This is an optimization exercise on Yosys and OpenROAD, whose aim is small area, a short achievable clock period and few clock cycles, not a production implementation. At most, simulation tests tie the RTL to the original design; equivalence was not proved. No functional check of the RTL was part of runs 1 to 6.

==> design.v <==
module interpolation (
    input           clk,
    input           RST,
    input           START,
    input   [5:0]   H0,
    input   [5:0]   V0,
    input   [3:0]   SW,
    input   [3:0]   SH,
    output          REN,
    input   [7:0]   R_DATA,
    output  [11:0]  ADDR,
    output  [7:0]   O_DATA,
    output          O_VALID
);
    parameter Q = 5;
    reg [5:0] h0;
    reg [3:0] dh, dv;            
    reg       ract;
    reg [4:0] rrow;              
    reg [3:0] rfv;               
    reg [5:0] rtop;              
    reg [3:0] rj;                
    reg       rph;               
    reg [11:0] addr;
    reg       ren;
    reg [2:0] cr;                
    reg       b1, v2, b2, v3, b3, p4;
    reg [3:0] f1, f2, f3;
    reg [7:0] rd, ta;              
    reg [7:0] cv;
    reg [7:0] q [0:Q-1];
    reg [2:0] cnt;
    reg [4:0] oc;                
    reg [3:0] ofh;
    reg       hz, hc, hl;        
    reg [7:0] odata;
    reg       ovalid;
    assign REN = ren;
    assign ADDR = addr;
    assign O_DATA = odata;
    assign O_VALID = ovalid;
    localparam [4:0] FIRST = 5'd1, LAST = 5'd24;
    function [4:0] step;
        input [4:0] x;
        step = {x[3:0], x[4] ^ x[2]};
    endfunction
    function [19:0] lerp_a;
        input [7:0] a, b;
        input [3:0] f;
        reg [7:0] m0, m1, m2, m3;
        begin
            m0 = f[0] ? b : a;
            m1 = f[1] ? b : a;
            m2 = f[2] ? b : a;
            m3 = f[3] ? b : a;
            lerp_a[19:10] = {2'b0, a} + {2'b0, m0} + {1'b0, m1, 1'b0};
            lerp_a[9:0] = {2'b0, m2} + {1'b0, m3, 1'b0};
        end
    endfunction
    function [7:0] lerp;
        input [7:0] a, b;
        input [3:0] f;
        reg [19:0] pr;
        begin
            pr = lerp_a(a, b, f);
            lerp = lerp_b(pr[19:10], pr[9:0]);
        end
    endfunction
    function [7:0] lerp_b;
        input [9:0] p;
        input [9:0] r;
        reg [11:0] s;
        begin
            s = {2'b0, p} + {r, 2'b0};
            lerp_b = s[11:4];
        end
    endfunction
    wire       prod = p4;
    wire [7:0] cval = cv;
    wire [7:0] qL = q[0];
    wire [7:0] qR = q[1];
    wire       fire = (cnt != 3'd0) && (hz || cnt > 3'd1);
    wire       shift = fire && (hl || hc);
    wire [4:0] hsum = {1'b0, ofh} + {1'b0, dh};
    wire [4:0] hnext = {1'b0, hsum[3:0]} + {1'b0, dh};
    wire [4:0] ocnext = step(oc);
    wire       issue_first = ract && !rph && (cr != 3'd0 || shift);
    wire       issue = issue_first || (ract && rph);
    wire       direct = (rfv == 4'd0);
    wire       col_done = rph || (issue_first && direct);
    wire       row_done = col_done && (rj == dh);
    wire [4:0] vsum = {1'b0, rfv} + {1'b0, dv};
    wire [5:0] rbot = rtop + 6'd1;
    wire [2:0] wslot = cnt - {2'b0, shift};
    always @(posedge clk or posedge RST) begin
        if (RST) begin
            ract <= 1'b0;
            v2 <= 1'b0;
            v3 <= 1'b0;
            p4 <= 1'b0;
            cnt <= 3'd0;
            cr <= Q;
            ovalid <= 1'b0;
        end else begin
            v2 <= !ren;
            v3 <= v2;
            p4 <= v3 && (b3 || f3 == 4'd0);
            cr <= cr - {2'b0, issue_first} + {2'b0, shift};
            if (row_done && rrow == LAST) ract <= 1'b0;
            if (START) ract <= 1'b1;
            cnt <= cnt - {2'b0, shift} + {2'b0, prod};
            ovalid <= fire;
        end
    end
    integer i;
    always @(posedge clk) begin
        rd <= R_DATA;
        ta <= b2 ? rd : R_DATA;
        b1 <= rph;
        b2 <= b1;
        b3 <= b2;
        cv <= lerp(ta, rd, f3);
        f1 <= rfv;
        f2 <= f1;
        f3 <= f2;
        ren <= !issue;
        addr <= {rph ? rbot : rtop, h0 + {2'b0, rj}};
        if (issue_first && !direct) rph <= 1'b1;
        if (col_done) begin
            rph <= 1'b0;
            if (row_done) begin
                rj <= 4'd0;
                rrow <= step(rrow);
                rfv <= vsum[3:0];
                if (vsum[4]) rtop <= rbot;
            end else begin
                rj <= rj + 4'd1;
            end
        end
        for (i = 0; i < Q; i = i + 1) begin
            if (prod && wslot == i)
                q[i] <= cval;
            else if (shift && i < Q - 1)
                q[i] <= q[i + 1];
        end
        odata <= lerp(qL, qR, ofh);
        if (fire) begin
            if (hl) begin
                oc <= FIRST;
                ofh <= 4'd0;
                hz <= 1'b1;
                hc <= 1'b0;
                hl <= 1'b0;
            end else begin
                oc <= ocnext;
                ofh <= hsum[3:0];
                hz <= (hsum[3:0] == 4'd0);
                hc <= hnext[4];
                hl <= (ocnext == LAST);
            end
        end
        if (START) begin
            h0 <= H0;
            dh <= SW - 4'd1;
            dv <= SH - 4'd1;
            rtop <= V0;
            rfv <= 4'd0;
            rrow <= FIRST;
            rj <= 4'd0;
            rph <= 1'b0;
            oc <= FIRST;
            ofh <= 4'd0;
            hz <= 1'b1;
            hc <= 1'b0;
            hl <= 1'b0;
        end
    end
endmodule
==> flow/run.sh <==
#!/bin/bash
# The standard layout, with repair_timing aiming below the clock period and
# port buffers of the smallest buffer cell.
set -euo pipefail
bash standard.sh SETUP_SLACK_MARGIN=8.6 "BUFFER_PORTS_ARGS=-buffer_cell sky130_fd_sc_hd__buf_1"  finish > flow_standard.log 2>&1
==> standard.sh <==
#!/bin/bash
# synth_recipe.tcl (not shown) runs the flow's synth.tcl, then flattens the netlist and writes it again
# the make line also repeats each setting of config.mk as NAME=value (left out here)
make -C /OpenROAD-flow-scripts/flow DESIGN_CONFIG=/design/flow/config.mk WORK_HOME=/design/flow/orfs CLKGATE_MAP_FILE= SYNTH_SCRIPT=/design/flow/synth_recipe.tcl "${@:-finish}"
==> config.mk <==
export PLATFORM = sky130hd
export DESIGN_NAME = interpolation
export DESIGN_NICKNAME = interpolation
export VERILOG_FILES = /design/flow/design.v
export SDC_FILE = /design/flow/constraint.sdc
export NUM_CORES = 4
export LEC_CHECK = 0
export CAP_MARGIN = 20
export CORE_MARGIN = 2
export CORE_UTILIZATION = 40
export CTS_BUF_LIST = sky130_fd_sc_hd__clkbuf_8
export PLACE_DENSITY = 0.6
export SLEW_MARGIN = 20
==> constraint.sdc <==
create_clock -name core_clock -period 12.0 [get_ports {clk}]
set_input_delay 2.4000 -clock core_clock [delete_from_list [all_inputs] [get_ports {clk}]]
set_output_delay 2.4000 -clock core_clock [all_outputs]
set_load 0.01 [all_outputs]
==> impl_metrics.json, run 1 <==
{
  "fin_nets": 980,
  "tritoncts": "built",
  "rsz0062_at_grt": "true",
  "critPathLaunchType": "flop",
  "hpwl_mm": 11.5,
  "post-route-min-period_ps": 3700,
  "diodes": 0,
  "clock_skew_ps": 16.9,
  "synth_edf_count": 60,
  "hold_viol_final": 0,
  "num_rows": 53,
  "place.port_buffers": 52,
  "worst_slew_margin_rel_pct": 47.7,
  "drt-pass1-iter-count": 4,
  "synthArstFlopShare_pct": 7.01,
  "die_w_microns": 151,
  "cp_cell_sequence": "mux2_4 -> ha_4 -> fa_2 -> a21o_1 -> a21oi_4 -> xnor2_2 -> fa_1 -> inv_2 -> fa_1 -> inv_2 -> ha_4 -> and3_4 -> o31ai_4 -> a31oi_1 -> xor2_1",
  "root_buffer": "clkbuf_8",
  "drt-initial-drc-count": 251,
  "die-area_sq_um": 22800,
  "min_path_cells": 0,
  "r2r_slack_ps": 8300,
  "yosys-top-cells-area": "edfxtp_1, dfxtp_1, mux2_2",
  "cts_buffers": 17,
  "yosysUniqueCellTypes": 58,
  "stdcell_count": 1144,
  "grt_pass1_wl_mm": 27.0,
  "synthDominantCellAreaShare_pct": 20.9,
  "wl_per_cell_microns": 14.1,
  "r2r_end": "cv[6]",
  "grt_pass1_vias": 5601,
  "antenna_found_initial": 0,
  "required_ps": 12400,
  "end_kind": "flop",
  "ys_warn_count": 2,
  "grt_util_met1_pct": 19.0,
  "finalSetupTns_ps": 0,
  "ios": 53,
  "vias": 5622,
  "cts.sinks": 157,
  "area_growth_pct": 18.7,
  "grtUsageMet3_pct": 3.31,
  "grt_max_degree": 54,
  "clockBufferDepth": 2,
  "synth.most_common_cell": "dfxtp_1",
  "worstSetupPathType": "flop to flop",
  "die_h_microns": 151,
  "synthTopCellsByCount": "dfxtp_1, inv_1, mux2_2, ha_1, edfxtp_1",
  "ff2ff_path_depth": 15,
  "synth_cells": 767,
  "finalWirelength_mm": 16.1,
  "synth_nets": 891,
  "slowest_delay_ps": 510,
  "synth.largest_area_cell": "edfxtp_1",
  "ys_seq_area_share_pct": 44.0,
  "grt_util_met2_pct": 25.8,
  "final_util_pct": 48.6,
  "clk_pin_slew_ps": 90,
  "fill_cells": 1925,
  "track_usage_pct": 15.1,
  "status": "no timing/DRC/antenna violations",
  "holdWs_ps": 331,
  "arrival_ps": 4100,
  "max_freq_mhz": 270,
  "hold_class": "flop to flop",
  "gr-max-usage-layer": "met2",
  "rr_startpoint": "f3[2]",
  "synth_top_flop_cell": "dfxtp_1",
  "htreeDepth": 4,
  "hp-start": "f2[1]",
  "worst_pin_slew_ps": 781,
  "core_sq_um": 21100,
  "hold_end": "f3[1]",
  "slew_violations": 0,
  "drc_errors": 0,
  "final_layout_size_suffix_gt1_share_pct": 26.9,
  "cp_max_fo": 4,
  "clk_latency_ps": 470,
  "ant_nets": 0,
  "viasPerCell": 4.91,
  "avgSynthCellArea_sq_um": 11.3,
  "setup_viol": 0,
  "maxCapViolations": 0,
  "placedCellCount": 1075,
  "initial_utilization_pct": 40.9,
  "place_congestion": 0.778,
  "netlist_area_sq_um": 8630,
  "overflow": 0,
  "ctsHoldBuffers": 0,
  "ys_seq_elements": 157,
  "post-route-period-util_pct": 30.9,
  "cpMaxStageDelayCell": "fa_1"
}
critical path, delay by kind of cell, from the launching register on:
family | cells | cell delay (ps)
compound gates | 4 | 630
buf+inv | 2 | 90
simple gates | 1 | 190
flops | 1 | 380
mux | 1 | 310
xor+xnor | 2 | 240
fa+ha+maj | 5 | 1780
worst max path at each step:
stage,start,to,slack (ps),depth (start not counted)
final,f3[2],cv[6],8300,15
after global routing,f3[2],cv[7],8150,16
after CTS,f3[2],cv[7],8270,15
after detailed placement,f3[2],cv[4],7980,13
after global placement,f3[2],cv[4],8060,13
after floorplan,f3[3],cv[7],8250,16
cell type report:
type | count | area [sq um] | area share, %
sequential | 157 | 3820 | 37.2
clock inverter | 14 | 131 | 1.28
inverter | 80 | 300 | 2.93
tap | 275 | 344 | 3.36
multi-input combinational | 508 | 4870 | 47.5
timing repair buffer | 92 | 544 | 5.31
clock buffer | 18 | 248 | 2.42
layer usage:
| layer | part of all wire [%] | vias to the layer above |
|---|---|---|
| li1 | - | 2844 |
| met1 | 47 | 2706 |
| met2 | 49 | 50 |
| met3 | 2.2 | 22 |
| met4 | 1.5 | 0 |
| met5 | 0 | - |
state kept, by name, indices dropped and copies added (netlist names), 4 cells and up:
name   cells
q         40
addr      12
cv         8
odata      8
rd         8
ta         8
h0         6
rtop       6
oc         5
rrow       5
dh         4
dv         4
f1         4
f2         4
f3         4
ofh        4
rfv        4
rj         4
what timing repair did:
action / 4_1_cts / 5_1_grt
gates resized for setup: 36 / 26
buffers inserted: 26 / 11
endpoints found under the setup margin: 32 / 70
pin swaps: 33 / 22
logic make-up (layout without fill, tap and decap cells):
family	Yosys count	count (layout)	share of synthesized area, %
simple gates	151	151	9.23
compound gates	111	111	7.88
flops	157	157	44.0
buf+inv	102	204	4.56
mux	98	98	12.4
xor+xnor	55	55	5.67
fa+ha+maj	93	93	16.3
cells in the final DEF (no fill, tap or decap), types with 11 or more instances in the layout:
cell,n
a21o_1,12
a21oi_1,24
buf_1,42
buf_4,35
clkbuf_8,18
dfxtp_1,81
edfxtp_1,60
fa_1,30
ha_1,45
ha_4,15
inv_1,70
inv_2,11
mux2_2,63
mux2i_1,26
nand2_1,33
nor2_1,37
nor3_1,12
o21ai_0,34
xnor2_1,30
xor2_1,20
stage by stage:
| stage | setup slack, ps | cell area, sq um |
|---|---|---|
| after detailed placement | 7980 | 9330 |
| after global routing | 8150 | 10300 |
| after global placement | 8060 | 9330 |
| final | 8300 | 10300 |
| after floorplan | 8250 | 8890 |
| after CTS | 8270 | 10100 |
==> run 2, diff against run 1 <==
--- a/design.v
+++ b/design.v
@@ -27,12 +27,16 @@
     reg       b1, v2, b2, v3, b3, p4;
     reg [3:0] f1, f2, f3;
     reg [7:0] rd, ta;              
-    reg [7:0] cv;
+    reg [9:0] vp;
+    reg [9:0] vr;
     reg [7:0] q [0:Q-1];
     reg [2:0] cnt;
     reg [4:0] oc;                
     reg [3:0] ofh;
     reg       hz, hc, hl;        
+    reg [9:0] hp;
+    reg [9:0] hr;
+    reg       hv;
     reg [7:0] odata;
     reg       ovalid;
     assign REN = ren;
@@ -57,15 +61,6 @@
             lerp_a[9:0] = {2'b0, m2} + {1'b0, m3, 1'b0};
         end
     endfunction
-    function [7:0] lerp;
-        input [7:0] a, b;
-        input [3:0] f;
-        reg [19:0] pr;
-        begin
-            pr = lerp_a(a, b, f);
-            lerp = lerp_b(pr[19:10], pr[9:0]);
-        end
-    endfunction
     function [7:0] lerp_b;
         input [9:0] p;
         input [9:0] r;
@@ -76,7 +71,7 @@
         end
     endfunction
     wire       prod = p4;
-    wire [7:0] cval = cv;
+    wire [7:0] cval = lerp_b(vp, vr);
     wire [7:0] qL = q[0];
     wire [7:0] qR = q[1];
     wire       fire = (cnt != 3'd0) && (hz || cnt > 3'd1);
@@ -100,6 +95,7 @@
             p4 <= 1'b0;
             cnt <= 3'd0;
             cr <= Q;
+            hv <= 1'b0;
             ovalid <= 1'b0;
         end else begin
             v2 <= !ren;
@@ -109,7 +105,8 @@
             if (row_done && rrow == LAST) ract <= 1'b0;
             if (START) ract <= 1'b1;
             cnt <= cnt - {2'b0, shift} + {2'b0, prod};
-            ovalid <= fire;
+            hv <= fire;
+            ovalid <= hv;
         end
     end
     integer i;
@@ -119,7 +116,7 @@
         b1 <= rph;
         b2 <= b1;
         b3 <= b2;
-        cv <= lerp(ta, rd, f3);
+        {vp, vr} <= lerp_a(ta, rd, f3);
         f1 <= rfv;
         f2 <= f1;
         f3 <= f2;
@@ -143,7 +140,8 @@
             else if (shift && i < Q - 1)
                 q[i] <= q[i + 1];
         end
-        odata <= lerp(qL, qR, ofh);
+        {hp, hr} <= lerp_a(qL, qR, ofh);
+        odata <= lerp_b(hp, hr);
         if (fire) begin
             if (hl) begin
                 oc <= FIRST;
==> flow/run.sh (replaced) <==
#!/bin/bash
# The standard layout, with repair_timing aiming below the clock period and
# port buffers of the smallest buffer cell.
set -euo pipefail
bash standard.sh SETUP_SLACK_MARGIN=8.6 "BUFFER_PORTS_ARGS=-buffer_cell sky130_fd_sc_hd__buf_1" "CTS_ARGS=-sink_clustering_enable -repair_clock_nets -buf_list sky130_fd_sc_hd__clkbuf_16 -root_buf sky130_fd_sc_hd__clkbuf_16 -sink_clustering_size 50 -sink_clustering_max_diameter 300 -dont_use_dummy_load" finish > flow_standard.log 2>&1
==> run 2 against run 1 <==
Area after synthesis grew 8.2%; die area grew 8.0%; clock skew grew 5.5 ps; core utilization shrank 3.1 points; final area grew 1.1%; final cell count grew 5.2%; critical path depth shrank 14; via count grew 2.8%; sequential share of layout area grew 5.1 points; still clean on timing, DRC and antenna; hold slack lost 15 ps.
==> impl_metrics.json, run 2 <==
{
  "worst_pin_slew_ps": 753,
  "largestRegisters": "q (40), addr (12)",
  "ys_warn_count": 2,
  "netlist_area_sq_um": 9350,
  "ys_seq_area_share_pct": 46.9,
  "setup_ws_ps": 8680,
  "clock_skew_ps": 22.4,
  "place_congestion": 0.731,
  "synth.largest_area_cell": "dfxtp_1",
  "post-route-period-util_pct": 27.7,
  "worst_slew_margin_rel_pct": 49.7,
  "ys_seq_elements": 186,
  "maxCapViolations": 0,
  "cts.sinks": 186,
  "initial_utilization_pct": 41.0,
  "grt_max_degree": 54,
  "max_freq_mhz": 301,
  "antenna_found_initial": 0,
  "grt_pass1_vias": 5557,
  "overflow": 0,
  "cts_buffers": 17,
  "yosysUniqueCellTypes": 66,
  "rsz0062_at_grt": "false",
  "ant_nets": 0,
  "arrival_ps": 920,
  "synth.most_common_cell": "dfxtp_1",
  "slew_violations": 0,
  "status": "no timing/DRC/antenna violations",
  "clk_latency_ps": 420,
  "cp_cell_sequence": "buf_1",
  "tritoncts": "built",
  "cpMaxStageDelayCell": "dfxtp_1",
  "yosys-top-cells-area": "dfxtp_1, edfxtp_1, ha_1",
  "path_delay_family": "flip-flops",
  "place.port_buffers": 52,
  "worstSetupPathType": "flop to output port",
  "ctsHoldBuffers": 0,
  "ios": 53,
  "synth_cells": 841,
  "root_buffer": "clkbuf_16",
  "required_ps": 9600,
  "clk_pin_slew_ps": 60,
  "synth_nets": 961,
  "final_cell_mix": "dfxtp_1, inv_1, mux2_2, ha_1, edfxtp_1",
  "grt_pass1_wl_mm": 25.9,
  "num_rows": 55,
  "vias": 5780,
  "diodes": 0,
  "critPathLaunchType": "flop",
  "max_flop_register": "q",
  "synth_edf_count": 60,
  "cp_max_fo": 2,
  "drc_errors": 0,
  "hpwl_mm": 11.2,
  "core_sq_um": 22800,
  "drt-pass1-iter-count": 4,
  "post-route-min-period_ps": 3320,
  "synthTopCellsByCount": "dfxtp_1, inv_1, mux2_2, ha_1, edfxtp_1",
  "fin_nets": 1013,
  "hold_viol_final": 0,
  "slowest_delay_ps": 320,
  "die-area_sq_um": 24600,
  "final_layout_size_suffix_gt1_share_pct": 13.4,
  "hold_class": "flop to flop",
  "setup_viol": 0,
  "fill_cells": 2107,
  "synthArstFlopShare_pct": 6.45,
  "end_kind": "output port",
  "wl_per_cell_microns": 12.4,
  "htreeDepth": 4,
  "avgSynthCellArea_sq_um": 11.1,
  "die_w_microns": 157,
  "synthDominantCellAreaShare_pct": 24.4,
  "area_growth_pct": 10.9,
  "drt-initial-drc-count": 211,
  "multi_input_area_sq_um": 4630,
  "final_common_cell": "dfxtp_1",
  "finalWirelength_mm": 15.0,
  "finalSetupTns_ps": 0,
  "clockBufferDepth": 2,
  "post-place-ws_ps": 8140,
  "largest_register_ffs": 40,
  "viasPerCell": 4.80,
  "track_usage_pct": 13.1,
  "regArea_sq_um": 4390,
  "cp_num_buf_inv": 1,
  "die_h_microns": 157,
  "synth_top_flop_cell": "dfxtp_1"
}
## run 2: changes by cell type after synthesis, sizes merged, moves of 4 or more
| cell | change |
|---|---|
| mux2i | -4 |
| a21oi | +9 |
| ha | +6 |
| or2 | +4 |
| a21boi | +8 |
| nand2 | +8 |
| nand2b | -5 |
| dfxtp | +28 |
| o21ai | +4 |
| fa | -10 |
| inv | -9 |
| nor2 | +18 |
| nor2b | +4 |
## run 2: repair_timing
item | CTS | global route
setup endpoints to repair | 48 | 66
pin swaps | 0 | 3
gates cloned | 0 | 0
endpoints found under the hold margin | 0 | 0
resized for setup | 3 | 9
buffers inserted | 0 | 3
## run 2: per-layer routing
layer  part of all wire (%)  global-route usage (%)  vias to the layer above
met4                    1.2                    4.24                        0
met3                    2.5                    2.85                       17
met5                      0                       0                        -
li1                       -                       -                     3029
met1                     49                    17.2                     2678
met2                     47                    21.6                       56
## run 2: cells by family after synthesis
kind of cell               count (synthesis)  synth area share, %
muxes                                     95                 11.1
buffers and inverters                     95                 3.98
AOI/OAI and AO/OA                        140                 9.26
DFF                                      186                 46.9
xor gates and xnor gates                  58                 5.44
adders and majority gates                 89                 13.7
and+or+nand+nor                          178                 9.59
## run 2: stage by stage
stage                     area [sq um]  utilization (%)  cells  hold WS (ps)
after floorplan                   9350                -    841           310
after global placement            9850             43.2   1184           313
after detailed placement          9850             43.2   1184           313
after CTS                        10300             45.2   1201           320
after global routing             10400             45.5   1204           322
final                            10400             45.5   1204           317
## run 2: worst register-to-register path, stage by stage, from the launching register on
cell and delay (ps):
dfrtp_1 410, a211oi_2 220, buf_4 260, inv_1 110
o21ai_2 120, inv_1 120, ha_1 190, ha_1 200
xnor2_2 260, nand2_1 210, nor3_4 250, buf_12 160
mux2_2 340
## run 2: worst paths after layout
check                           startpoint      end  slack, ps  cells past startpoint
worst min register to register       f1[3]    f2[3]        320                      0
min in group asynchronous              RST     ract       1950                      2
worst max-delay path                   ren      REN       8680                      1
worst min-delay path                 f1[3]    f2[3]        320                      0
worst max register to register      cnt[0]  q[3][1]       8890                     12
max in group asynchronous              RST    cr[0]       9710                      2
## run 2: cell type report
class	count	share of cell area (%)
repair buffers	57	2.50
multi-input cells	560	44.7
well taps	313	3.78
flip-flops and latches	186	42.4
clock buffers	17	4.10
inverters	71	2.57
==> run 3, diff against run 2 <==
==> flow/run.sh (replaced) <==
#!/bin/bash
# The standard layout, with repair_timing aiming below the clock period and
# port buffers of the smallest buffer cell.
set -euo pipefail
bash standard.sh SETUP_SLACK_MARGIN=8.6 "BUFFER_PORTS_ARGS=-buffer_cell sky130_fd_sc_hd__buf_1" "CTS_ARGS=-sink_clustering_enable -repair_clock_nets -buf_list sky130_fd_sc_hd__clkbuf_8 -root_buf sky130_fd_sc_hd__clkbuf_16 -sink_clustering_size 30 -sink_clustering_max_diameter 300 -sink_buffer_max_cap_derate 1.0 -dont_use_dummy_load" finish > flow_standard.log 2>&1
==> run 3 against run 2 <==
Still clean on timing, DRC and antenna; flip-flop and latch count stayed put; non-clock buffer count stayed put; hold slack worse by 8.0 ps; highest routed layer unchanged.
==> impl_metrics.json, run 3 <==
{
  "overflow": 0,
  "synth_top_flop_cell": "dfxtp_1",
  "ant_nets": 0,
  "fill_cells": 2137,
  "clockBufferDepth": 2,
  "cpMaxStageDelayCell": "dfxtp_1",
  "ys_seq_elements": 186,
  "yosys-top-cells-area": "dfxtp_1, edfxtp_1, ha_1",
  "hold_class": "flop to flop",
  "grt_pass1_vias": 5505,
  "worst_pin_slew_ps": 758,
  "critPathLaunchType": "flop",
  "ys_seq_area_share_pct": 46.9,
  "core_sq_um": 22800,
  "synth.most_common_cell": "dfxtp_1",
  "finalWirelength_mm": 15.0,
  "hold_viol_final": 0,
  "max_freq_mhz": 304,
  "setup_viol": 0,
  "fin_nets": 1013,
  "yosysUniqueCellTypes": 66,
  "htreeDepth": 4,
  "tritoncts": "built",
  "drt-initial-drc-count": 203,
  "antenna_found_initial": 0,
  "holdWs_ps": 309,
  "viasPerCell": 4.81,
  "final_cell_mix": "dfxtp_1, inv_1, mux2_2, ha_1, edfxtp_1",
  "maxCapViolations": 0,
  "synth_nets": 961,
  "rsz0062_at_grt": "false",
  "synthTopCellsByCount": "dfxtp_1, inv_1, mux2_2, ha_1, edfxtp_1",
  "ios": 53,
  "largestRegisters": "q (40), addr (12)",
  "r2r_slack_ps": 8880,
  "cp_cell_sequence": "buf_1",
  "synthDominantCellAreaShare_pct": 24.4,
  "root_buffer": "clkbuf_16",
  "die-area_sq_um": 24600,
  "avgSynthCellArea_sq_um": 11.1,
  "clock_skew_ps": 34.7,
  "cts.sinks": 186,
  "die_h_microns": 157,
  "finalSetupTns_ps": 0,
  "post-route-period-util_pct": 27.4,
  "rr_startpoint": "cnt[0]",
  "num_rows": 55,
  "initial_utilization_pct": 41.0,
  "final_layout_size_suffix_gt1_share_pct": 13.4,
  "hpwl_mm": 11.2,
  "worst_slew_margin_rel_pct": 49.4,
  "drc_errors": 0,
  "cts_buffers": 17,
  "worstSetupPathType": "flop to output port",
  "cp_num_buf_inv": 1,
  "clk_pin_slew_ps": 90,
  "largest_register_ffs": 40,
  "vias": 5790,
  "die_w_microns": 157,
  "final_common_cell": "dfxtp_1",
  "synthArstFlopShare_pct": 6.45,
  "synth.largest_area_cell": "dfxtp_1",
  "post-route-min-period_ps": 3290,
  "end_kind": "output port",
  "diodes": 0,
  "r2r_end": "q[3][1]",
  "arrival_ps": 890,
  "ff2ff_path_depth": 12,
  "worstSetupPathDepth": 1,
  "cp_max_fo": 2,
  "ys_warn_count": 2,
  "drt-pass1-iter-count": 5,
  "crit_start": "ren",
  "slowest_delay_ps": 330,
  "grt_pass1_wl_mm": 25.7,
  "hp-start": "f2[1]",
  "place.port_buffers": 52,
  "cp-endpoint": "REN",
  "synth_cells": 841,
  "required_ps": 9600,
  "area_growth_pct": 8.97,
  "track_usage_pct": 13.0,
  "path_delay_family": "flip-flops",
  "clk_latency_ps": 380,
  "grt_max_degree": 54,
  "synth_edf_count": 60,
  "slew_violations": 0,
  "netlist_area_sq_um": 9350,
  "wl_per_cell_microns": 12.4,
  "place_congestion": 0.731,
  "status": "no timing/DRC/antenna violations",
  "max_flop_register": "q"
}
run 3: cell counts after synthesis:
Identical to the previous run, type by type.
run 3: stage by stage:
step	instances	util [%]	setup slack [ps]	cell area [sq um]
2_1_floorplan	841	-	8810	9350
3_3_place_gp	1184	43.2	8310	9850
3_5_place_dp	1184	43.2	8140	9850
4_1_cts	1201	44.4	8470	10100
5_1_grt	1204	44.7	8640	10200
6_report	1204	44.7	8710	10200
run 3: routing by layer:
layer	global-route usage, %	vias up	routed length, microns	part of all wire (%)
li1	-	3023	-	-
met1	17.3	2703	7430	50
met2	21.3	54	7000	47
met3	3.10	10	423	2.8
met4	3.45	0	106	0.71
met5	0	-	0	0
run 3: repair_timing:
item / 4_1_cts / 5_1_grt
hold buffers: 0 / 0
setup buffers: 0 / 3
resized for setup: 3 / 9
pin swaps: 0 / 3
endpoints found under the setup margin: 48 / 66
run 3: worst reg2reg max path: stages (launching register included):
cell      delay (ps)
dfrtp_1          410
a211oi_2         220
buf_4            260
inv_1            110
o21ai_2          120
inv_1            120
ha_1             190
ha_1             200
xnor2_2          260
nand2_1          210
nor3_4           240
buf_12           160
mux2_2           340
run 3: how the worst min path moves through the flow:
stage	end	slack (ps)	cells after the start
after global placement	f3[0]	310	0
final	f3[1]	310	0
after global routing	f2[2]	320	0
after CTS	f2[2]	320	0
after detailed placement	f3[2]	310	0
after floorplan	b2	310	0
run 3: logic make-up (layout without fill, tap and decap cells):
logic type      after synthesis  after routing  share of synthesized area, %
simple gates                178            178                          9.59
compound gates              140            140                          9.26
xor+xnor                     58             58                          5.44
flops                       186            186                          46.9
mux                          95             95                          11.1
fa+ha+maj                    89             89                          13.7
buf+inv                      95            145                          3.98
run 3: area by class of cell:
| class | instances | area (sq um) | share of cell area, % |
|---|---|---|---|
| Tap cell | 313 | 392 | 3.85 |
| Sequential cell | 186 | 4390 | 43.1 |
| Timing Repair Buffer | 57 | 259 | 2.54 |
| Clock buffer | 17 | 245 | 2.41 |
| Inverter | 71 | 267 | 2.62 |
| Multi-Input combinational cell | 560 | 4630 | 45.5 |
==> run 4, diff against run 3 <==
==> flow/run.sh (replaced) <==
#!/bin/bash
# The standard layout, with repair_timing aiming below the clock period and
# port buffers of the smallest buffer cell.
set -euo pipefail
bash standard.sh SETUP_SLACK_MARGIN=8.6 "BUFFER_PORTS_ARGS=-buffer_cell sky130_fd_sc_hd__buf_1" "CTS_ARGS=-sink_clustering_enable -repair_clock_nets -buf_list sky130_fd_sc_hd__clkbuf_16 -root_buf sky130_fd_sc_hd__clkbuf_16 -sink_clustering_size 30 -sink_clustering_max_diameter 300 -sink_buffer_max_cap_derate 1.0 -dont_use_dummy_load" finish > flow_standard.log 2>&1
==> run 4 against run 3 <==
Global-route usage increased by 0.11 points; wire length is 0.13% higher; critical endpoint unchanged; final cell count did not move.
==> impl_metrics.json, run 4 <==
{
  "netlist_area_sq_um": 9350,
  "post-place-ws_ps": 8140,
  "root_buffer": "clkbuf_16",
  "end_kind": "output port",
  "yosys-top-cells-area": "dfxtp_1, edfxtp_1, ha_1",
  "place.port_buffers": 52,
  "required_ps": 9600,
  "worst_slew_margin_rel_pct": 49.7,
  "ys_seq_area_share_pct": 46.9,
  "post-route-period-util_pct": 27.7,
  "track_usage_pct": 13.1,
  "ys_seq_elements": 186,
  "synthDominantCellAreaShare_pct": 24.4,
  "die-area_sq_um": 24600,
  "final_util_pct": 45.5,
  "vias": 5780,
  "setup_ws_ps": 8680,
  "overflow": 0,
  "synth_edf_count": 60,
  "cts_buffers": 17,
  "htreeDepth": 4,
  "path_delay_family": "flip-flops",
  "final_layout_size_suffix_gt1_share_pct": 13.4,
  "min_path_cells": 0,
  "synthTopCellsByCount": "dfxtp_1, inv_1, mux2_2, ha_1, edfxtp_1",
  "synth_nets": 961,
  "cp_num_buf_inv": 1,
  "drt-pass1-iter-count": 4,
  "ff2ff_path_depth": 12,
  "post-route-min-period_ps": 3320,
  "avgSynthCellArea_sq_um": 11.1,
  "ctsHoldBuffers": 0,
  "tritoncts": "built",
  "hpwl_mm": 11.2,
  "antenna_found_initial": 0,
  "rr_startpoint": "cnt[0]",
  "largestRegisters": "q (40), addr (12)",
  "core_sq_um": 22800,
  "grt_pass1_wl_mm": 25.9,
  "rsz0062_at_grt": "false",
  "yosysUniqueCellTypes": 66,
  "ant_nets": 0,
  "hp-start": "f1[3]",
  "critPathLaunchType": "flop",
  "initial_utilization_pct": 41.0,
  "max_freq_mhz": 301,
  "max_flop_register": "q",
  "r2r_slack_ps": 8890,
  "hold_class": "flop to flop",
  "synth.most_common_cell": "dfxtp_1",
  "viasPerCell": 4.80,
  "die_h_microns": 157,
  "synth_top_flop_cell": "dfxtp_1",
  "largest_register_ffs": 40,
  "cp_max_fo": 2,
  "synth.largest_area_cell": "dfxtp_1",
  "fill_cells": 2107,
  "slew_violations": 0,
  "worst_pin_slew_ps": 753,
  "worstSetupPathType": "flop to output port",
  "setup_viol": 0,
  "slowest_delay_ps": 320,
  "fin_nets": 1013,
  "status": "no timing/DRC/antenna violations",
  "diodes": 0,
  "synthArstFlopShare_pct": 6.45,
  "clk_latency_ps": 420,
  "clockBufferDepth": 2,
  "final_common_cell": "dfxtp_1",
  "ys_warn_count": 2,
  "clock_skew_ps": 22.4,
  "cpMaxStageDelayCell": "dfxtp_1",
  "arrival_ps": 920,
  "wl_per_cell_microns": 12.4,
  "die_w_microns": 157,
  "maxCapViolations": 0,
  "clk_pin_slew_ps": 60,
  "drc_errors": 0,
  "r2r_end": "q[3][1]",
  "place_congestion": 0.731,
  "finalSetupTns_ps": 0,
  "hold_viol_final": 0,
  "hold_end": "f2[3]",
  "final_cell_mix": "dfxtp_1, inv_1, mux2_2, ha_1, edfxtp_1",
  "num_rows": 55,
  "synth_cells": 841,
  "cts.sinks": 186,
  "cp_cell_sequence": "buf_1",
  "grt_max_degree": 54,
  "area_growth_pct": 10.9,
  "ios": 53,
  "finalWirelength_mm": 15.0,
  "grt_pass1_vias": 5557,
  "drt-initial-drc-count": 211
}
==> run 4: worst max-delay path by stage <==
| stage | start | to | slack [ps] | depth (start not counted) |
|---|---|---|---|---|
| 2_1_floorplan | START | rtop[0] | 8810 | 2 |
| 6_report | ren | REN | 8680 | 1 |
| 3_5_place_dp | cnt[0] | q[2][6] | 8140 | 11 |
| 5_1_grt | addr[6] | ADDR[6] | 8630 | 1 |
| 4_1_cts | cnt[0] | q[3][1] | 8490 | 11 |
| 3_3_place_gp | cnt[0] | q[3][6] | 8310 | 11 |
==> run 4: layer usage <==
layer,GRT usage (%),vias to the layer above,part of all wire (%)
met4,4.24,0,1.2
met3,2.85,17,2.5
li1,-,3029,-
met5,0,-,0
met2,21.6,56,47
met1,17.2,2678,49
==> run 4: per-stage QoR <==
step	std cells	hold WS (ps)	instance area, sq um
after floorplan	841	310	9350
after global placement	1184	313	9850
after detailed placement	1184	313	9850
after CTS	1201	320	10300
after global routing	1204	322	10400
final	1204	317	10400
==> run 4: area by class of cell <==
class | instances | area (sq um) | share of cell area (%)
clock buffer | 17 | 425 | 4.10
inverter | 71 | 267 | 2.57
multi-input combinational | 560 | 4630 | 44.7
sequential | 186 | 4390 | 42.4
tap | 313 | 392 | 3.78
timing repair buffer | 57 | 259 | 2.50
==> run 4: logic make-up (layout without fill, tap and decap cells) <==
kind of cell	after synthesis	after routing	synth area share, %
flops	186	186	46.9
simple gates	178	178	9.59
compound gates	140	140	9.26
mux	95	95	11.1
buf+inv	95	145	3.98
fa+ha+maj	89	89	13.7
xor+xnor	58	58	5.44
==> run 4: repair_timing <==
item                       CTS  global route
gates cloned                 0             0
gates resized for setup      3             9
setup endpoints to repair   48            66
pin swaps                    0             3
buffers inserted             0             3
==> run 5, diff against run 4 <==
==> flow/run.sh (replaced) <==
#!/bin/bash
# The standard layout, with repair_timing aiming below the clock period and
# port buffers of the smallest buffer cell.
set -euo pipefail
bash standard.sh SETUP_SLACK_MARGIN=8.6 "BUFFER_PORTS_ARGS=-buffer_cell sky130_fd_sc_hd__buf_1" "CTS_ARGS=-sink_clustering_enable -repair_clock_nets -buf_list sky130_fd_sc_hd__clkbuf_8 -root_buf sky130_fd_sc_hd__clkbuf_16 -sink_clustering_size 20 -sink_clustering_max_diameter 100 -dont_use_dummy_load" finish > flow_standard.log 2>&1
==> run 5 against run 4 <==
Via count is 0.17% higher; critical path depth stayed put; hold slack worse by 8.0 ps; area after synthesis stayed put; clock skew is 12 ps higher; worst setup slack better by 29 ps.
==> impl_metrics.json, run 5 <==
{
  "end_kind": "output port",
  "ys_seq_elements": 186,
  "r2r_end": "q[3][1]",
  "synthArstFlopShare_pct": 6.45,
  "rsz0062_at_grt": "false",
  "post-route-period-util_pct": 27.4,
  "area_growth_pct": 8.97,
  "clock_skew_ps": 34.7,
  "num_rows": 55,
  "clk_pin_slew_ps": 90,
  "core_sq_um": 22800,
  "final_area_sq_um": 10200,
  "max_flop_register": "q",
  "final_cell_mix": "dfxtp_1, inv_1, mux2_2, ha_1, edfxtp_1",
  "synth_top_flop_cell": "dfxtp_1",
  "antenna_found_initial": 0,
  "worstSetupPathType": "flop to output port",
  "synthTopCellsByCount": "dfxtp_1, inv_1, mux2_2, ha_1, edfxtp_1",
  "clk_latency_ps": 380,
  "ios": 53,
  "synth_cells": 841,
  "hpwl_mm": 11.2,
  "ant_nets": 0,
  "initial_utilization_pct": 41.0,
  "cpMaxStageDelayCell": "dfxtp_1",
  "status": "no timing/DRC/antenna violations",
  "slew_violations": 0,
  "path_delay_family": "flip-flops",
  "diodes": 0,
  "avgSynthCellArea_sq_um": 11.1,
  "maxCapViolations": 0,
  "grt_pass1_wl_mm": 25.7,
  "critPathLaunchType": "flop",
  "viasPerCell": 4.81,
  "ctsHoldBuffers": 0,
  "ys_seq_area_share_pct": 46.9,
  "cp_max_fo": 2,
  "hold_viol_final": 0,
  "die_w_microns": 157,
  "place_congestion": 0.731,
  "regArea_sq_um": 4390,
  "r2r_slack_ps": 8880,
  "place.port_buffers": 52,
  "yosys-top-cells-area": "dfxtp_1, edfxtp_1, ha_1",
  "min_path_cells": 0,
  "netlist_area_sq_um": 9350,
  "drt-pass1-iter-count": 5,
  "fill_cells": 2137,
  "slowest_delay_ps": 330,
  "hp-start": "f2[1]",
  "clockBufferDepth": 2,
  "tritoncts": "built",
  "vias": 5790,
  "cp_cell_sequence": "buf_1",
  "cts.sinks": 186,
  "ff2ff_path_depth": 12,
  "hold_end": "f3[1]",
  "overflow": 0,
  "root_buffer": "clkbuf_16",
  "largestRegisters": "q (40), addr (12)",
  "placedCellCount": 1184,
  "synth.largest_area_cell": "dfxtp_1",
  "arrival_ps": 890,
  "worst_slew_margin_rel_pct": 49.4,
  "place_area_sq_um": 9850,
  "stdcell_count": 1204,
  "cp_num_buf_inv": 1,
  "grt_max_degree": 54,
  "die_h_microns": 157,
  "setup_viol": 0,
  "max_freq_mhz": 304,
  "grt_pass1_vias": 5505,
  "track_usage_pct": 13.0,
  "hold_class": "flop to flop",
  "final_layout_size_suffix_gt1_share_pct": 13.4,
  "final_common_cell": "dfxtp_1",
  "fin_nets": 1013,
  "post-route-min-period_ps": 3290,
  "synth.most_common_cell": "dfxtp_1",
  "cts_buffers": 17,
  "synthDominantCellAreaShare_pct": 24.4,
  "required_ps": 9600,
  "finalSetupTns_ps": 0,
  "worst_pin_slew_ps": 758,
  "multi_input_area_sq_um": 4630,
  "finalWirelength_mm": 15.0,
  "htreeDepth": 4,
  "yosysUniqueCellTypes": 66,
  "die-area_sq_um": 24600,
  "synth_edf_count": 60,
  "drc_errors": 0,
  "ys_warn_count": 2,
  "drt-initial-drc-count": 203,
  "synth_nets": 961,
  "rr_startpoint": "cnt[0]",
  "largest_register_ffs": 40,
  "wl_per_cell_microns": 12.4
}
run 5: cell counts after synthesis:
No cell type changed its count.
run 5: cell families (layout without fill, tap and decap cells):
family,after synthesis,in the layout,synth area share [%]
XOR/XNOR,58,58,5.44
adder cells (fa/ha/maj),89,89,13.7
flip-flops,186,186,46.9
buffers and inverters,95,145,3.98
AO/OA/AOI/OAI,140,140,9.26
multiplexers,95,95,11.1
AND/OR/NAND/NOR,178,178,9.59
run 5: how the worst max path moves through the flow:
stage,start,end,slack [ps],cells past startpoint
floorplan,START,rtop[0],8810,2
global placement,cnt[0],q[3][6],8310,11
detailed placement,cnt[0],q[2][6],8140,11
CTS,cnt[0],q[3][1],8470,11
global route,cnt[0],q[3][1],8640,12
finish,ren,REN,8710,1
run 5: repair_timing:
action / in CTS / in global routing
setup endpoints to repair: 48 / 66
setup buffers: 0 / 3
gates resized for setup: 3 / 9
pin swaps: 0 / 3
run 5: layout make-up:
type | instances | area share (%)
sequential | 186 | 43.1
tap | 313 | 3.85
timing repair buffer | 57 | 2.54
clock buffer | 17 | 2.41
multi-input combinational | 560 | 45.5
inverter | 71 | 2.62
run 5: metal layers:
metal | GRT usage, % | wire length [microns] | vias up
met2 | 21.3 | 7000 | 54
met1 | 17.3 | 7430 | 2703
met4 | 3.45 | 106 | 0
met5 | 0 | 0 | -
li1 | - | - | 3023
met3 | 3.10 | 423 | 10
run 5: metrics by stage:
step           util (%)  hold WS, ps  setup slack [ps]
2_1_floorplan         -          310              8810
3_3_place_gp       43.2          313              8310
3_5_place_dp       43.2          313              8140
4_1_cts            44.4          316              8470
5_1_grt            44.7          315              8640
6_report           44.7          309              8710
==> run 6, diff against run 5 <==
--- a/design.v
+++ b/design.v
@@ -27,15 +27,13 @@
     reg       b1, v2, b2, v3, b3, p4;
     reg [3:0] f1, f2, f3;
     reg [7:0] rd, ta;              
-    reg [9:0] vp;
-    reg [9:0] vr;
+    reg [10:0] vp;
     reg [7:0] q [0:Q-1];
     reg [2:0] cnt;
     reg [4:0] oc;                
     reg [3:0] ofh;
-    reg       hz, hc, hl;        
-    reg [9:0] hp;
-    reg [9:0] hr;
+    reg       hc, hl;            
+    reg [10:0] hp;
     reg       hv;
     reg [7:0] odata;
     reg       ovalid;
@@ -48,32 +46,36 @@
         input [4:0] x;
         step = {x[3:0], x[4] ^ x[2]};
     endfunction
-    function [19:0] lerp_a;
+    function [10:0] lerp_a;
         input [7:0] a, b;
         input [3:0] f;
         reg [7:0] m0, m1, m2, m3;
+        reg [9:0] p, r;
+        reg [6:0] lo;
         begin
             m0 = f[0] ? b : a;
             m1 = f[1] ? b : a;
             m2 = f[2] ? b : a;
             m3 = f[3] ? b : a;
-            lerp_a[19:10] = {2'b0, a} + {2'b0, m0} + {1'b0, m1, 1'b0};
-            lerp_a[9:0] = {2'b0, m2} + {1'b0, m3, 1'b0};
+            p = {2'b0, a} + {2'b0, m0} + {1'b0, m1, 1'b0};
+            r = {2'b0, m2} + {1'b0, m3, 1'b0};
+            lo = {1'b0, p[7:2]} + {1'b0, r[5:0]};
+            lerp_a = {p[9:8], r[9:6], lo[6], lo[5:2]};
         end
     endfunction
     function [7:0] lerp_b;
-        input [9:0] p;
-        input [9:0] r;
-        reg [11:0] s;
+        input [10:0] x;
+        reg [3:0] hi;
         begin
-            s = {2'b0, p} + {r, 2'b0};
-            lerp_b = s[11:4];
+            hi = {2'b0, x[10:9]} + x[8:5] + {3'b0, x[4]};
+            lerp_b = {hi, x[3:0]};
         end
     endfunction
     wire       prod = p4;
-    wire [7:0] cval = lerp_b(vp, vr);
+    wire [7:0] cval = lerp_b(vp);
     wire [7:0] qL = q[0];
     wire [7:0] qR = q[1];
+    wire       hz = (ofh == 4'd0);
     wire       fire = (cnt != 3'd0) && (hz || cnt > 3'd1);
     wire       shift = fire && (hl || hc);
     wire [4:0] hsum = {1'b0, ofh} + {1'b0, dh};
@@ -116,7 +118,7 @@
         b1 <= rph;
         b2 <= b1;
         b3 <= b2;
-        {vp, vr} <= lerp_a(ta, rd, f3);
+        vp <= lerp_a(ta, rd, f3);
         f1 <= rfv;
         f2 <= f1;
         f3 <= f2;
@@ -140,19 +142,17 @@
             else if (shift && i < Q - 1)
                 q[i] <= q[i + 1];
         end
-        {hp, hr} <= lerp_a(qL, qR, ofh);
-        odata <= lerp_b(hp, hr);
+        hp <= lerp_a(qL, qR, ofh);
+        odata <= lerp_b(hp);
         if (fire) begin
             if (hl) begin
                 oc <= FIRST;
                 ofh <= 4'd0;
-                hz <= 1'b1;
                 hc <= 1'b0;
                 hl <= 1'b0;
             end else begin
                 oc <= ocnext;
                 ofh <= hsum[3:0];
-                hz <= (hsum[3:0] == 4'd0);
                 hc <= hnext[4];
                 hl <= (ocnext == LAST);
             end
@@ -168,7 +168,6 @@
             rph <= 1'b0;
             oc <= FIRST;
             ofh <= 4'd0;
-            hz <= 1'b1;
             hc <= 1'b0;
             hl <= 1'b0;
         end
==> flow/run.sh (replaced) <==
#!/bin/bash
# The standard layout, with repair_timing aiming below the clock period and
# port buffers of the smallest buffer cell.
set -euo pipefail
bash standard.sh SETUP_SLACK_MARGIN=8.6 "BUFFER_PORTS_ARGS=-buffer_cell sky130_fd_sc_hd__buf_1" "CTS_ARGS=-sink_clustering_enable -repair_clock_nets -buf_list sky130_fd_sc_hd__clkbuf_8 -root_buf sky130_fd_sc_hd__clkbuf_16 -sink_clustering_size 30 -sink_clustering_max_diameter 300 -sink_buffer_max_cap_derate 1.0 -dont_use_dummy_load" finish > flow_standard.log 2>&1
==> run 6 against run 5 <==
Core utilization rose by 0.46 points; hold slack improved by 19 ps; non-clock buffer count rose by 15; critical path type unchanged; critical path depth did not move; final cell count fell by 5.6%; final area fell by 3.5%; area after synthesis fell by 5.7%; wire length rose by 2.3%; clock skew rose by 4.9 ps; critical endpoint unchanged.
==> impl_metrics.json, run 6 <==
{
  "vias": 5558,
  "place_congestion": 0.769,
  "clk_latency_ps": 390,
  "wl_per_cell_microns": 13.5,
  "status": "no timing/DRC/antenna violations",
  "overflow": 0,
  "maxCapViolations": 0,
  "drc_errors": 0,
  "die_h_microns": 152,
  "fin_nets": 981,
  "hp-start": "hp[1]",
  "final_area_sq_um": 9830,
  "max_freq_mhz": 303,
  "tritoncts": "built",
  "arrival_ps": 900,
  "cts_buffers": 17,
  "finalWirelength_mm": 15.3,
  "path_delay_family": "flip-flops",
  "synth_nets": 914,
  "worstSetupPathType": "flop to output port",
  "synth.largest_area_cell": "dfxtp_1",
  "die-area_sq_um": 23200,
  "cpMaxStageDelayCell": "dfxtp_1",
  "yosys-top-cells-area": "dfxtp_1, edfxtp_1, ha_1",
  "drt-pass1-iter-count": 4,
  "slew_violations": 0,
  "end_kind": "output port",
  "grt_max_degree": 55,
  "ys_seq_elements": 171,
  "initial_utilization_pct": 40.5,
  "cts.sinks": 171,
  "gr-max-usage-layer": "met2",
  "drt-initial-drc-count": 198,
  "max_flop_register": "q",
  "grt_util_met2_pct": 22.5,
  "setup_ws_ps": 8700,
  "final_layout_size_suffix_gt1_share_pct": 17.6,
  "r2r_slack_ps": 8710,
  "hold_end": "odata[1]",
  "cp_max_fo": 2,
  "area_growth_pct": 11.5,
  "ctsHoldBuffers": 0,
  "post-route-min-period_ps": 3300,
  "hold_class": "flop to flop",
  "grt_pass1_wl_mm": 26.2,
  "synthArstFlopShare_pct": 7.02,
  "worst_pin_slew_ps": 672,
  "synth_edf_count": 60,
  "clk_pin_slew_ps": 70,
  "ant_nets": 0,
  "hold_viol_final": 0,
  "slowest_delay_ps": 370,
  "grt_pass1_vias": 5517,
  "root_buffer": "clkbuf_16",
  "final_common_cell": "dfxtp_1",
  "min_path_cells": 0,
  "clockBufferDepth": 2,
  "ios": 53,
  "synth_top_flop_cell": "dfxtp_1",
  "place.port_buffers": 52,
  "cp_num_buf_inv": 1,
  "avgSynthCellArea_sq_um": 11.1,
  "grt_util_met1_pct": 18.0,
  "synth_cells": 792,
  "critPathLaunchType": "flop",
  "ys_warn_count": 2,
  "cp_cell_sequence": "buf_1",
  "ff2ff_path_depth": 12,
  "final_cell_mix": "dfxtp_1, mux2_2, ha_1, edfxtp_1, inv_1",
  "track_usage_pct": 13.7,
  "post-route-period-util_pct": 27.5,
  "die_w_microns": 152,
  "largest_register_ffs": 40,
  "diodes": 0,
  "r2r_end": "hp[3]",
  "fill_cells": 2095,
  "clock_skew_ps": 39.6,
  "largestRegisters": "q (40), addr (12)",
  "num_rows": 54,
  "synthDominantCellAreaShare_pct": 22.5,
  "netlist_area_sq_um": 8810,
  "finalSetupTns_ps": 0,
  "core_sq_um": 21800,
  "viasPerCell": 4.89,
  "rr_startpoint": "q[1][2]",
  "antenna_found_initial": 0,
  "final_util_pct": 45.2,
  "htreeDepth": 4,
  "synthTopCellsByCount": "dfxtp_1, mux2_2, ha_1, edfxtp_1, inv_1",
  "ys_seq_area_share_pct": 46.4,
  "rsz0062_at_grt": "true",
  "synth.most_common_cell": "dfxtp_1",
  "required_ps": 9600,
  "grtUsageMet3_pct": 3.01,
  "yosysUniqueCellTypes": 47,
  "setup_viol": 0,
  "place_area_sq_um": 9280,
  "post-place-ws_ps": 7840,
  "worst_slew_margin_rel_pct": 55.0,
  "hpwl_mm": 11.1
}
## run 6: routing by layer
metal / part of all wire, % / up-vias
met5: 0 / -
met3: 2.8 / 15
met1: 49 / 2578
li1: - / 2886
met2: 47 / 79
met4: 1.3 / 0
## run 6: kinds of logic (layout without fill, tap and decap cells)
family | count (synthesis) | count (layout) | synth area share (%)
AO/OA/AOI/OAI | 141 | 141 | 9.74
multiplexers | 81 | 81 | 10.2
adder cells (fa/ha/maj) | 91 | 91 | 15.1
AND/OR/NAND/NOR | 169 | 169 | 9.24
flip-flops | 171 | 171 | 46.4
buffers and inverters | 79 | 144 | 3.38
XOR/XNOR | 60 | 60 | 5.96
## run 6: worst max-delay path by stage
stage | start | endpoint | cells past startpoint
after floorplan | f3[1] | vp[3] | 14
after global placement | ofh[0] | q[2][0] | 11
after detailed placement | ofh[0] | q[2][1] | 11
after CTS | ofh[0] | q[3][7] | 12
after global routing | q[1][1] | hp[3] | 13
final | ren | REN | 1
## run 6: timing repair
action	CTS	global route
pin swaps	2	18
gates resized for setup	20	24
buffers inserted	6	13
endpoints found under the setup margin	75	75
## run 6: layout make-up
class | count | area, sq um | share of cell area [%]
clock buffer | 17 | 245 | 2.50
multi-input combinational | 542 | 4560 | 46.4
timing repair buffer | 72 | 362 | 3.68
inverter | 55 | 210 | 2.14
tap | 280 | 350 | 3.56
sequential | 171 | 4110 | 41.8
## run 6: through the flow
stage | hold slack [ps] | std cells
floorplan | 310 | 792
global placement | 312 | 1101
detailed placement | 314 | 1101
CTS | 332 | 1124
global route | 345 | 1137
finish | 327 | 1137
==> run 7, diff against run 6 <==
--- a/design.v
+++ b/design.v
@@ -27,13 +27,13 @@
     reg       b1, v2, b2, v3, b3, p4;
     reg [3:0] f1, f2, f3;
     reg [7:0] rd, ta;              
-    reg [10:0] vp;
+    reg [12:0] vp;
     reg [7:0] q [0:Q-1];
     reg [2:0] cnt;
     reg [4:0] oc;                
     reg [3:0] ofh;
     reg       hc, hl;            
-    reg [10:0] hp;
+    reg [12:0] hp;
     reg       hv;
     reg [7:0] odata;
     reg       ovalid;
@@ -46,12 +46,12 @@
         input [4:0] x;
         step = {x[3:0], x[4] ^ x[2]};
     endfunction
-    function [10:0] lerp_a;
+    function [12:0] lerp_a;
         input [7:0] a, b;
         input [3:0] f;
         reg [7:0] m0, m1, m2, m3;
         reg [9:0] p, r;
-        reg [6:0] lo;
+        reg [4:0] lo;
         begin
             m0 = f[0] ? b : a;
             m1 = f[1] ? b : a;
@@ -59,16 +59,16 @@
             m3 = f[3] ? b : a;
             p = {2'b0, a} + {2'b0, m0} + {1'b0, m1, 1'b0};
             r = {2'b0, m2} + {1'b0, m3, 1'b0};
-            lo = {1'b0, p[7:2]} + {1'b0, r[5:0]};
-            lerp_a = {p[9:8], r[9:6], lo[6], lo[5:2]};
+            lo = {1'b0, p[5:2]} + {1'b0, r[3:0]};
+            lerp_a = {p[9:6], r[9:4], lo[4], lo[3:2]};
         end
     endfunction
     function [7:0] lerp_b;
-        input [10:0] x;
-        reg [3:0] hi;
+        input [12:0] x;
+        reg [5:0] hi;
         begin
-            hi = {2'b0, x[10:9]} + x[8:5] + {3'b0, x[4]};
-            lerp_b = {hi, x[3:0]};
+            hi = {2'b0, x[12:9]} + x[8:3] + {5'b0, x[2]};
+            lerp_b = {hi, x[1:0]};
         end
     endfunction
     wire       prod = p4;
--- a/config.mk
+++ b/config.mk
@@ -7,7 +7,7 @@
 export LEC_CHECK = 0
 export CAP_MARGIN = 20
 export CORE_MARGIN = 2
-export CORE_UTILIZATION = 40
+export CORE_UTILIZATION = 60
 export CTS_BUF_LIST = sky130_fd_sc_hd__clkbuf_8
-export PLACE_DENSITY = 0.6
+export PLACE_DENSITY = 0.8
 export SLEW_MARGIN = 20
==> run 7 against run 6 <==
Global-route usage is 5.9 points higher; die area is 32% lower; sequential share of layout area is 1.7 points higher; synthesized cell count is 1.9% higher; wire length is 3.6% lower; highest routed layer unchanged; critical path type unchanged; register-to-register slack better by 40 ps; via count is 2.4% higher; non-clock buffer count is 17 lower; largest cell class unchanged; final cell count is 8.5% lower; final area is 2.4% lower.
==> impl_metrics.json, run 7 <==
{
  "num_rows": 44,
  "clock_skew_ps": 23.3,
  "clk_pin_slew_ps": 80,
  "htreeDepth": 4,
  "setup_viol": 0,
  "ys_warn_count": 2,
  "final_layout_size_suffix_gt1_share_pct": 13.7,
  "synth.largest_area_cell": "dfxtp_1",
  "ys_seq_area_share_pct": 46.6,
  "cpMaxStageDelayCell": "dfxtp_1",
  "path_delay_family": "flip-flops",
  "ant_nets": 0,
  "required_ps": 9600,
  "r2r_slack_ps": 8750,
  "place.port_buffers": 52,
  "final_common_cell": "dfxtp_1",
  "synth.most_common_cell": "dfxtp_1",
  "ctsHoldBuffers": 0,
  "viasPerCell": 5.47,
  "holdWs_ps": 319,
  "grt_pass1_vias": 5565,
  "cts_buffers": 17,
  "place_congestion": 0.833,
  "worst_slew_margin_rel_pct": 55.4,
  "clk_latency_ps": 380,
  "ios": 53,
  "yosysUniqueCellTypes": 48,
  "arrival_ps": 920,
  "area_growth_pct": 7.26,
  "synth_edf_count": 60,
  "vias": 5693,
  "slowest_delay_ps": 340,
  "wl_met3_microns": 473,
  "die-area_sq_um": 15900,
  "setup_ws_ps": 8680,
  "hold_viol_final": 0,
  "critPathLaunchType": "flop",
  "cp_max_fo": 2,
  "grt_max_degree": 55,
  "largestRegisters": "q (40), hp (13), vp (13)",
  "post-route-period-util_pct": 27.7,
  "yosys-top-cells-area": "dfxtp_1, edfxtp_1, mux2_2",
  "end_kind": "output port",
  "post-place-ws_ps": 8110,
  "grt_pass1_wl_mm": 25.3,
  "worstSetupPathType": "flop to output port",
  "fill_cells": 1138,
  "tritoncts": "built",
  "synthDominantCellAreaShare_pct": 23.1,
  "final_cell_mix": "dfxtp_1, mux2_2, ha_1, inv_1, edfxtp_1",
  "drt-initial-drc-count": 280,
  "initial_utilization_pct": 61.5,
  "wl_per_cell_microns": 14.2,
  "ys_seq_elements": 175,
  "cp_num_buf_inv": 1,
  "drt-pass1-iter-count": 4,
  "die_w_microns": 126,
  "maxCapViolations": 0,
  "die_h_microns": 126,
  "hpwl_mm": 11.2,
  "largest_register_ffs": 40,
  "synth_nets": 929,
  "slew_violations": 0,
  "root_buffer": "clkbuf_16",
  "cts.sinks": 175,
  "synthTopCellsByCount": "dfxtp_1, mux2_2, ha_1, edfxtp_1, inv_1",
  "top_layer_used": "met4",
  "avgSynthCellArea_sq_um": 11.1,
  "finalSetupTns_ps": 0,
  "diodes": 0,
  "wl_met2_mm": 7.51,
  "track_usage_pct": 19.5,
  "synth_cells": 807,
  "cp_cell_sequence": "buf_1",
  "synthArstFlopShare_pct": 6.86,
  "rsz0062_at_grt": "true",
  "worst_pin_slew_ps": 667,
  "max_flop_register": "q",
  "finalWirelength_mm": 14.8,
  "status": "no timing/DRC/antenna violations",
  "post-route-min-period_ps": 3320,
  "overflow": 0,
  "max_freq_mhz": 301,
  "clockBufferDepth": 2,
  "core_sq_um": 14500,
  "synth_top_flop_cell": "dfxtp_1",
  "drc_errors": 0,
  "fin_nets": 980,
  "antenna_found_initial": 0,
  "hold_class": "flop to flop",
  "netlist_area_sq_um": 8940,
  "wl_met1_mm": 6.59
}
[run 7: cell families (layout without fill, tap and decap cells)]
family | Yosys count | in the layout | synth area share [%]
and+or+nand+nor | 171 | 171 | 8.84
buffers and inverters | 83 | 132 | 3.58
AOI/OAI and AO/OA | 141 | 141 | 9.61
xor gates and xnor gates | 66 | 66 | 6.46
adders and majority gates | 91 | 91 | 14.9
muxes | 80 | 80 | 10.0
DFF | 175 | 175 | 46.6
[run 7: final cells by class]
type                            count  area (sq um)  area share (%)
Clock buffer                       17           245            2.56
Tap cell                          184           230            2.40
Inverter                           60           225            2.35
Timing Repair Buffer               55           221            2.31
Multi-Input combinational cell    549          4500            46.9
Sequential cell                   175          4170            43.5
[run 7: what timing repair did]
| item | 4_1_cts | 5_1_grt |
|---|---|---|
| setup buffers | 2 | 0 |
| endpoints found under the setup margin | 63 | 57 |
| pin swaps | 1 | 0 |
| gates resized for setup | 11 | 6 |
[run 7: stage by stage]
| step | cells | instance area [sq um] | util (%) |
|---|---|---|---|
| 2_1_floorplan | 807 | 8940 | - |
| 3_3_place_gp | 1021 | 9280 | 63.9 |
| 3_5_place_dp | 1021 | 9280 | 63.9 |
| 4_1_cts | 1040 | 9570 | 65.8 |
| 5_1_grt | 1040 | 9590 | 66.0 |
| 6_report | 1040 | 9590 | 66.0 |
[run 7: path summary, 6_finish.rpt]
path                         from  cells past startpoint      end
max                           ren                      1      REN
min                         f2[2]                      0    f3[2]
max reg2reg                ofh[0]                     10  q[0][1]
min reg2reg                 f2[2]                      0    f3[2]
max in group asynchronous     RST                      2    cr[0]
min in group asynchronous     RST                      2     ract
[run 7: per-layer routing]
metal / track usage, % / up-vias
met5: 0 / -
met2: 33.8 / 85
met4: 5.88 / 0
met1: 24.5 / 2689
met3: 4.46 / 19
li1: - / 2900
Testbench counts of run 7, summed over its fixed seeds: cycles 32,963.

re-timing with driven ports:
The flow's constraints put no driver on any port. The routed layouts listed below were extracted and timed again, unchanged, in two steps. Step 1, drivers: a clkbuf_16 drives clk and a buf_2 each remaining input, both assumed. Step 2 times the ports against the registers' clock, not the clock port: input delays grow and output delays shrink by t, the midpoint of the rising clock arrivals with the driver on. a / b / c = ideal / step 1 / step 2; a / b = the first two.
run | shift t [ns] | slack for setup (ns) | latest minus earliest clock arrival (ns) | slew at the worst register clock pin (ns) | pins driven straight from the clock port
run 1 | 0.503 | 8.296 / 8.296 / 8.296 | 0.017 / 0.018 | 0.10 / 0.10 | 1
run 2 | 0.455 | 8.680 / 8.638 / 8.385 | 0.028 / 0.027 | 0.07 / 0.07 | 1
run 3 | 0.408 | 8.709 / 8.667 / 8.406 | 0.040 / 0.039 | 0.10 / 0.10 | 1
run 4 | 0.455 | 8.680 / 8.638 / 8.385 | 0.028 / 0.027 | 0.07 / 0.07 | 1
run 5 | 0.408 | 8.709 / 8.667 / 8.406 | 0.040 / 0.039 | 0.10 / 0.10 | 1
run 6 | 0.417 | 8.701 / 8.654 / 8.458 | 0.043 / 0.042 | 0.10 / 0.10 | 1
run 7 | 0.410 | 8.676 / 8.634 / 8.449 | 0.031 / 0.031 | 0.09 / 0.09 | 1
After both steps every run listed still meets setup and hold.
